Context: an optimization exercise on an open-source flow, tuned for a short achievable clock period and few clock cycles. The choices shown serve that exercise and are no tape-out recipe.
Only simulation tests tie the RTL to the original design; equivalence was not proved.
Power figures rest on the tool's default switching activity, not on a simulated workload.

==> run a <==
Design chip8_top, start of the top module:
module chip8_top(
    input wire clk,reset,
    input wire [15:0] key_pressed,
    input wire [7:0] mem_rdata,
    output wire [2047:0] display,
    output wire halted,
    output wire [11:0] mem_addr,
    output wire mem_re,
    output wire mem_we,
    output wire [7:0] mem_wdata
    );
Settings: LEC_CHECK=0, CAP_MARGIN=30, CORE_AREA=10 10 730 730, DIE_AREA=0 0 740 740, SLEW_MARGIN=45; clock period 11.0 ns.
standard.sh (not shown) runs the stock make flow with config.mk's settings and CLKGATE_MAP_FILE= SYNTH_SCRIPT=/design/flow/synth_recipe.tcl, a recipe that flattens the netlist after the stock synthesis.
==> flow/flow/run.sh <==
#!/bin/bash
# The standard layout, run whole, with the timing repair asked for more
# setup slack than the 11 ns clock needs (the design's paths are far shorter),
# so that it sizes and buffers every path the achieved period depends on.
set -euo pipefail
bash standard.sh SETUP_SLACK_MARGIN=7.5 TNS_END_PERCENT=100 finish > standard_flow.log 2>&1
==> run b (differences from run a) <==
--- a/flow/design.v
+++ b/flow/design.v
@@ -127,16 +127,35 @@
     reg [11:0] iqa [0:2];      
     reg [PDW-1:0] iqd [0:2];   
     reg [1:0]  iqn;
     reg [11:0] fr [0:15];      
     reg [3:0]  fsp;
     reg [11:0] ftop;           
     reg [11:0] ftop1;          
     reg        redir_q;        
+    localparam CI = 6;
+    localparam NC = 1 << CI;
+    localparam TW = 11 - CI;
+    reg [15:0]   c_data [0:NC-1];
+    reg [TW-1:0] c_tag  [0:NC-1];
+    reg [NC-1:0] c_val;
+    reg          f_v;
+    reg [CI-1:0] f_idx;
+    reg [TW-1:0] f_tag;
+    reg [15:0]   f_data;
+    reg          l0_h, l1_h;    
+    reg [15:0]   l0_d, l1_d;
+    reg          fa_same;       
+    reg          fa_adv;        
+    reg          halt_i;        
+    reg          wa_w;          
+    reg [11:0]   wa;            
+    reg          inv_q;         
+    reg [11:0]   inv_a;         
     reg [1:0]  iss_k, ret_k;   
     reg [3:0]  iss_i, ret_i;
     reg [7:0]  hx, hy;
     reg [15:0] keys;
     reg        no_key;
     reg        d_act;
     reg [1:0]  d_op;
     reg [11:0] d_addr;
@@ -167,18 +186,18 @@
         key_num = 4'd0;
         for (kk = 15; kk >= 0; kk = kk - 1)
             if (keys[kk])
                 key_num = kk[3:0];
     end
     reg  have;                 
     wire ldv_busy = (iss_k == K_LDV) || (ret_k == K_LDV);
     wire dbusy    = d_act || ldv_busy;
-    wire fire_skip = have && skip && !halted;
-    wire fire_exec = have && !skip && !halted && !dbusy && !(vfbusy && pd[PD_VF]) &&
+    wire fire_skip = have && skip && !halt_i;
+    wire fire_exec = have && !skip && !halt_i && !dbusy && !(vfbusy && pd[PD_VF]) &&
                      !(no_key && pd[PD_KEY]);
     wire pop       = fire_skip || fire_exec;
     wire [8:0]  sum  = {1'b0, hx} + {1'b0, hy};
     wire [8:0]  dxy  = {1'b0, hx} - {1'b0, hy};
     wire [8:0]  dyx  = {1'b0, hy} - {1'b0, hx};
     wire [15:0] lfsr_next = {lfsr[14:0], lfsr[15] ^ lfsr[13] ^ lfsr[12] ^ lfsr[10]};
     reg       weA, weF;        
     reg [7:0] res;
@@ -239,30 +258,34 @@
     wire       wF   = (fire_exec && weF) || wC;
     wire       fval = wC ? (coll | hit) : flag;
     wire       cval = coll | hit;
     wire       wL   = (ret_k == K_LDV);
     wire          rf    = (ret_k == K_FETCH);
     assign row_v = (ret_k == K_SPR);
     assign row_n = (iss_k == K_SPR);
     assign spr   = mem_rdata;
-    wire          m_hi  = rf && !hb_v;
-    wire          m_lo  = rf &&  hb_v;
-    wire [15:0]   pw    = {hb, mem_rdata};
+    wire          c_av  = (fa_same && l0_h) || (fa_adv && l1_h);
+    wire [15:0]   cw    = fa_same ? l0_d : l1_d;
+    wire          c_use = c_av && (iqn != 2'd3);
+    wire          m_hi  = rf && !hb_v && !c_use;
+    wire          m_lo  = rf &&  hb_v && !c_use;
+    wire [15:0]   pw    = c_use ? cw : {hb, mem_rdata};
     wire [PDW-1:0] pwd  = predecode(pw);
-    wire          pcall = (hb[7:4] == 4'h2);
-    wire          pret  = (hb == 8'h00) && (mem_rdata == 8'hEE);
-    wire          m_jmp = m_lo && ((hb[7:4] == 4'h1) || pcall || pret);
-    wire [11:0]   jtgt  = {hb[3:0], mem_rdata};
-    wire [11:0]   ptgt  = pret ? ftop : jtgt;
-    wire [11:0]   ptgt1 = pret ? ftop1 : jtgt + 12'd1;
-    wire          push  = m_lo;
-    reg  [2:0]    fdist;       
-    wire          f_ok  = ({2'd0, iqn, 1'b0} + {1'b0, fdist}) < 4'd5;
-    wire          port_free = !start_dat && !d_act && !redirect && !halted &&
+    wire          push  = m_lo || c_use;
+    wire          pcall = (pw[15:12] == 4'h2);
+    wire          pret  = (pw == 16'h00EE);
+    wire          pjmp  = (pw[15:12] == 4'h1) || pcall || pret;
+    wire [11:0]   fa2   = fa + 12'd2;
+    wire          m_jmp = push && (pjmp || c_use);
+    wire [11:0]   ptgt  = !pjmp ? fa2 : pret ? ftop : pw[11:0];
+    wire [11:0]   ptgt1 = !pjmp ? fa + 12'd3 : pret ? ftop1 : pw[11:0] + 12'd1;
+    reg  [2:0]    fdist;
+    wire          f_ok  = ({2'd0, iqn, 1'b0} + {1'b0, fdist}) < 4'd6;
+    wire          port_free = !start_dat && !d_act && !redirect && !halt_i &&
                               !(fire_exec && pd[PD_HLT]);
     wire          jmp_iss = m_jmp && port_free;
     wire          issue_f = port_free && !m_jmp && f_ok;
     wire [1:0]    iqb = pop ? iqn - 2'd1 : iqn;
     function [7:0] fwd(input [3:0] i, input full);
         begin
             if (wL && ret_i == i)
                 fwd = mem_rdata;
@@ -279,16 +302,37 @@
     wire [1:0] nsel = (!pop && iqn != 2'd0) ? 2'd0 : (pop && iqn >= 2'd2) ? 2'd1 : 2'd2;
     wire [7:0] x0 = fwd(iq[0][11:8], 1'b0), y0 = fwd(iq[0][7:4], 1'b0);
     wire [7:0] x1 = fwd(iq[1][11:8], 1'b1), y1 = fwd(iq[1][7:4], 1'b1);
     wire [7:0] x2 = fwd(pw[11:8], 1'b1),    y2 = fwd(pw[7:4], 1'b1);
     wire [7:0] hx_n = (nsel == 2'd0) ? x0 : (nsel == 2'd1) ? x1 : x2;
     wire [7:0] hy_n = (nsel == 2'd0) ? y0 : (nsel == 2'd1) ? y1 : y2;
     wire [1:0] bh  = (hx >= 8'd200) ? 2'd2 : (hx >= 8'd100) ? 2'd1 : 2'd0;
     wire [7:0] bhr = hx - (bh == 2'd2 ? 8'd200 : bh == 2'd1 ? 8'd100 : 8'd0);
+    wire [11:0]   fa2l  = fa + 12'd2;
+    wire [CI-1:0] i0 = fa[CI:1], i1 = fa2l[CI:1];
+    wire          lk0 = !fa[0] && c_val[i0] && (c_tag[i0] == fa[11:CI+1]);
+    wire          lk1 = !fa[0] && c_val[i1] && (c_tag[i1] == fa2l[11:CI+1]);
+    wire          wr0 = (wa_w && (wa[11:1] == fa[11:1])) ||
+                        (inv_q && (inv_a[11:1] == fa[11:1]));
+    wire          wr1 = (wa_w && (wa[11:1] == fa2l[11:1])) ||
+                        (inv_q && (inv_a[11:1] == fa2l[11:1]));
+    wire [CI-1:0] wi  = wa[CI:1];
+    wire          w_inv = wa_w && ((c_tag[wi] == wa[11:CI+1]) ||
+                          (f_v && f_idx == wi && f_tag == wa[11:CI+1]));
+    always @(posedge clk) begin
+        if (f_v) begin
+            c_data[f_idx] <= f_data;
+            c_tag[f_idx]  <= f_tag;
+        end
+        l0_h <= lk0 && !wr0;
+        l1_h <= lk1 && !wr1;
+        l0_d <= c_data[i0];
+        l1_d <= c_data[i1];
+    end
     integer r;
     always @(posedge clk) begin
         for (r = 0; r < 16; r = r + 1) begin
             if (srst)
                 V[r] <= 8'd0;
             else if (wL && ret_i == r[3:0])
                 V[r] <= mem_rdata;
             else if (wF && r == 15)
@@ -314,21 +358,21 @@
                 iqa[r] <= (r < 2) ? iqa[r + 1] : 12'd0;
                 iqd[r] <= (r < 2) ? iqd[r + 1] : {PDW{1'b0}};
             end
         end
         if (redir_q) begin
             for (r = 0; r < 16; r = r + 1) fr[r] <= stack[r];
             ftop  <= stack[sp - 4'd1] + 12'd2;
             ftop1 <= stack[sp - 4'd1] + 12'd3;
-        end else if (push && m_jmp && pcall) begin
+        end else if (push && pjmp && pcall) begin
             fr[fsp] <= fa;
             ftop  <= fa + 12'd2;
             ftop1 <= fa + 12'd3;
-        end else if (push && m_jmp && pret) begin
+        end else if (push && pjmp && pret) begin
             ftop  <= fr[fsp - 4'd2] + 12'd2;
             ftop1 <= fr[fsp - 4'd2] + 12'd3;
         end
         if (fire_exec && op == 4'h2)
             stack[sp] <= epc;
         if (start_dat)
             bcd_r <= bhr[6:0];
         if (d_act && d_k == 4'd1)
@@ -381,16 +425,23 @@
             end else if (issue_f) begin
                 mem_addr <= mfa;
                 mem_re <= 1'b1; iss_k <= K_FETCH;
             end
         end
     end
     always @(posedge clk) begin
         if (srst) begin
+            c_val <= {NC{1'b0}};
+            f_v <= 1'b0;
+            wa_w <= 1'b0;
+            halt_i <= 1'b0;
+            inv_q <= 1'b0;
+            fa_same <= 1'b0;
+            fa_adv <= 1'b0;
             fa <= 12'h200;
             redir_q <= 1'b0;
             hb_v <= 1'b0;
             iqn <= 2'd0;
             have <= 1'b0;
             fsp <= 4'd0;
             I <= 12'd0;
             sp <= 4'd0;
@@ -412,37 +463,55 @@
             ret_k <= (redirect || m_jmp) && iss_k == K_FETCH ? K_NONE : iss_k;
             if (hit_v) begin
                 coll <= coll | hit;
                 h_left <= h_left - 4'd1;
                 if (h_left == 4'd1)
                     vfbusy <= 1'b0;
             end
             redir_q <= redirect;
+            f_v <= m_lo && !fa[0];
+            f_idx <= fa[CI:1];
+            f_tag <= fa[11:CI+1];
+            f_data <= pw;
+            if (f_v) c_val[f_idx] <= 1'b1;
+            inv_q <= w_inv;
+            inv_a <= wa;
+            if (inv_q) c_val[inv_a[CI:1]] <= 1'b0;
+            fa_same <= !redirect && !push;
+            if (fire_exec && pd[PD_HLT])
+                halt_i <= 1'b1;
+            wa_w <= start_dat ? (start_stv || (!start_drw && !start_ldv)) :
+                    d_act && (d_op == D_STV || d_op == D_BCD);
+            if (start_dat)
+                wa <= I;
+            else if (d_act)
+                wa <= d_addr;
+            fa_adv  <= !redirect && push && !pjmp;
             if (redir_q)
                 fsp <= sp;
             if (redirect) begin
                 iqn <= 2'd0;
                 have <= 1'b0;
                 hb_v <= 1'b0;
                 fa <= target;
             end else begin
                 iqn <= iqb + {1'b0, push};
                 have <= push || (iqn > {1'b0, pop});
                 if (m_hi) hb_v <= 1'b1;
                 if (push) begin
                     hb_v <= 1'b0;
-                    if (m_jmp) begin
+                    if (m_jmp)
                         fa <= ptgt;
-                        if (pcall)
-                            fsp <= fsp + 4'd1;
-                        if (pret)
-                            fsp <= fsp - 4'd1;
-                    end else
-                        fa <= fa + 12'd2;
+                    else
+                        fa <= fa2;
+                    if (pjmp && pcall)
+                        fsp <= fsp + 4'd1;
+                    if (pjmp && pret)
+                        fsp <= fsp - 4'd1;
                 end
             end
             if (fire_skip)
                 skip <= 1'b0;
             if (fire_exec) begin
                 skip <= do_skip;
                 case (op)
                     4'h0: begin
==> run c (differences from run a) <==
--- a/flow/design.v
+++ b/flow/design.v
@@ -164,17 +164,17 @@
     reg [3:0] key_num;
     integer kk;
     always @(*) begin
         key_num = 4'd0;
         for (kk = 15; kk >= 0; kk = kk - 1)
             if (keys[kk])
                 key_num = kk[3:0];
     end
-    reg  have;                 
+    wire have     = (iqn != 2'd0);
     wire ldv_busy = (iss_k == K_LDV) || (ret_k == K_LDV);
     wire dbusy    = d_act || ldv_busy;
     wire fire_skip = have && skip && !halted;
     wire fire_exec = have && !skip && !halted && !dbusy && !(vfbusy && pd[PD_VF]) &&
                      !(no_key && pd[PD_KEY]);
     wire pop       = fire_skip || fire_exec;
     wire [8:0]  sum  = {1'b0, hx} + {1'b0, hy};
     wire [8:0]  dxy  = {1'b0, hx} - {1'b0, hy};
@@ -385,17 +385,16 @@
         end
     end
     always @(posedge clk) begin
         if (srst) begin
             fa <= 12'h200;
             redir_q <= 1'b0;
             hb_v <= 1'b0;
             iqn <= 2'd0;
-            have <= 1'b0;
             fsp <= 4'd0;
             I <= 12'd0;
             sp <= 4'd0;
             delay_r <= 8'd0;
             lfsr <= 16'hACE1;
             skip <= 1'b0;
             ret_k <= K_NONE;
             d_act <= 1'b0; d_op <= D_SPR; d_addr <= 12'd0; d_cnt <= 4'd0; d_k <= 4'd0;
@@ -416,22 +415,20 @@
                 if (h_left == 4'd1)
                     vfbusy <= 1'b0;
             end
             redir_q <= redirect;
             if (redir_q)
                 fsp <= sp;
             if (redirect) begin
                 iqn <= 2'd0;
-                have <= 1'b0;
                 hb_v <= 1'b0;
                 fa <= target;
             end else begin
                 iqn <= iqb + {1'b0, push};
-                have <= push || (iqn > {1'b0, pop});
                 if (m_hi) hb_v <= 1'b1;
                 if (push) begin
                     hb_v <= 1'b0;
                     if (m_jmp) begin
                         fa <= ptgt;
                         if (pcall)
                             fsp <= fsp + 4'd1;
                         if (pret)
==> flow/flow/run.sh (replaced) <==
#!/bin/bash
# The standard layout, run whole, with the timing repair asked for more
# setup slack than the 11 ns clock needs (the design's paths are far shorter),
# so that it sizes and buffers every path the achieved period depends on.
set -euo pipefail
bash standard.sh SETUP_SLACK_MARGIN=7.1 TNS_END_PERCENT=100 finish > standard_flow.log 2>&1
- CAP_MARGIN: 30 -> 20
- SLEW_MARGIN: 45 -> 20
==> impl_metrics.yaml <==
cts:
  cts.sinks: 4595
  numCtsBuffers: 533
  path_clk_slew_ns: 0.06
layout:
  sh_seq_area: 0.374
  buffers: 5423
  drive_gt1_frac: 0.488
  stdcell_count: 32000
  final_core_util: 0.611
  area.growth.synth_to_final_pct: 41.5
critical_path:
  crit_cells: 1
  crit_type: "register to primary output"
yosys:
  syn_inst: 20400
sta:
  fmax_mhz: 243
  tightest_slew_ns: 1.09
outcome:
  status: "no timing/DRC/antenna violations"
power:
  seq_power_share: 0.369
Source of the figures above: run b

==> impl_metrics.yaml <==
power:
  seq_power_share: 0.367
  clockPowerShare: 0.307
layout:
  area.growth.synth_to_final_pct: 30.1
  largest-register: "display_module.fb"
  stdcell_count: 25600
  sh_seq_area: 0.362
  final_core_util: 0.377
cts:
  path_clk_slew_ns: 0.07
  numCtsBuffers: 368
  cts.sinks: 3085
sta:
  tightest_slew_ns: 1.31
  fmax_mhz: 249
  finalMaxSlewViolations: 0
critical_path:
  crit_cells: 11
  crit_type: "register to register"
outcome:
  status: "no timing/DRC/antenna violations"
yosys:
  synth-xor-area-share: 0.131
  synth_cell_type_count: 102
Source of the figures above: run c

==> impl_metrics.yaml <==
critical_path:
  rr_worst_depth: 10
  crit_type: "register to primary output"
  crit_chain: "buf_6"
layout:
  drive_gt1_frac: 0.492
  sh_seq_area: 0.318
  buffers: 5005
power:
  seq_power_share: 0.379
  p_comb_frac: 0.230
floorplanning:
  die-area_sq_um: 548000
yosys:
  syn_inst: 16800
outcome:
  status: "no timing/DRC/antenna violations"
cts:
  path_clk_slew_ns: 0.06
  cts_max_level: 5
global_route:
  grt_max_degree: 137
Source of the figures above: run a

Testbench counts of run a, summed over its fixed seeds: cycles 117,177.
Testbench counts of run b, summed over its fixed seeds: cycles 110,756.
Testbench counts of run c, summed over its fixed seeds: cycles 117,177.

## static timing again, ports no longer ideal
In the flow no input, the clock included, has a driving cell. The finished layouts below were timed again as built, in two steps.
Step 1, drivers: a clkbuf_16 drives clk and a buf_2 each remaining input, both assumed.
Step 2 times the ports against the registers' clock, not the clock port: input delays grow and output delays shrink by t, the midpoint of the rising clock arrivals with the driver on.
Slacks: ideal / step 1 / step 2; pairs: ideal / step 1.
run	shift t [ns]	setup slack, ns	clock arrival spread, ns	worst register clock-pin slew, ns
run a	1.144	7.105 / 6.948 / 5.986	0.125 / 0.124	0.07 / 0.07
run b	1.291	6.892 / 6.745 / 5.894	0.098 / 0.099	0.07 / 0.07
run c	1.171	6.977 / 6.948 / 5.991	0.099 / 0.099	0.09 / 0.09
After both steps every run listed still meets setup and hold. The setup slack of run a, which loses most, moves by -0.157 ns with the drivers and by -1.119 ns with both steps.
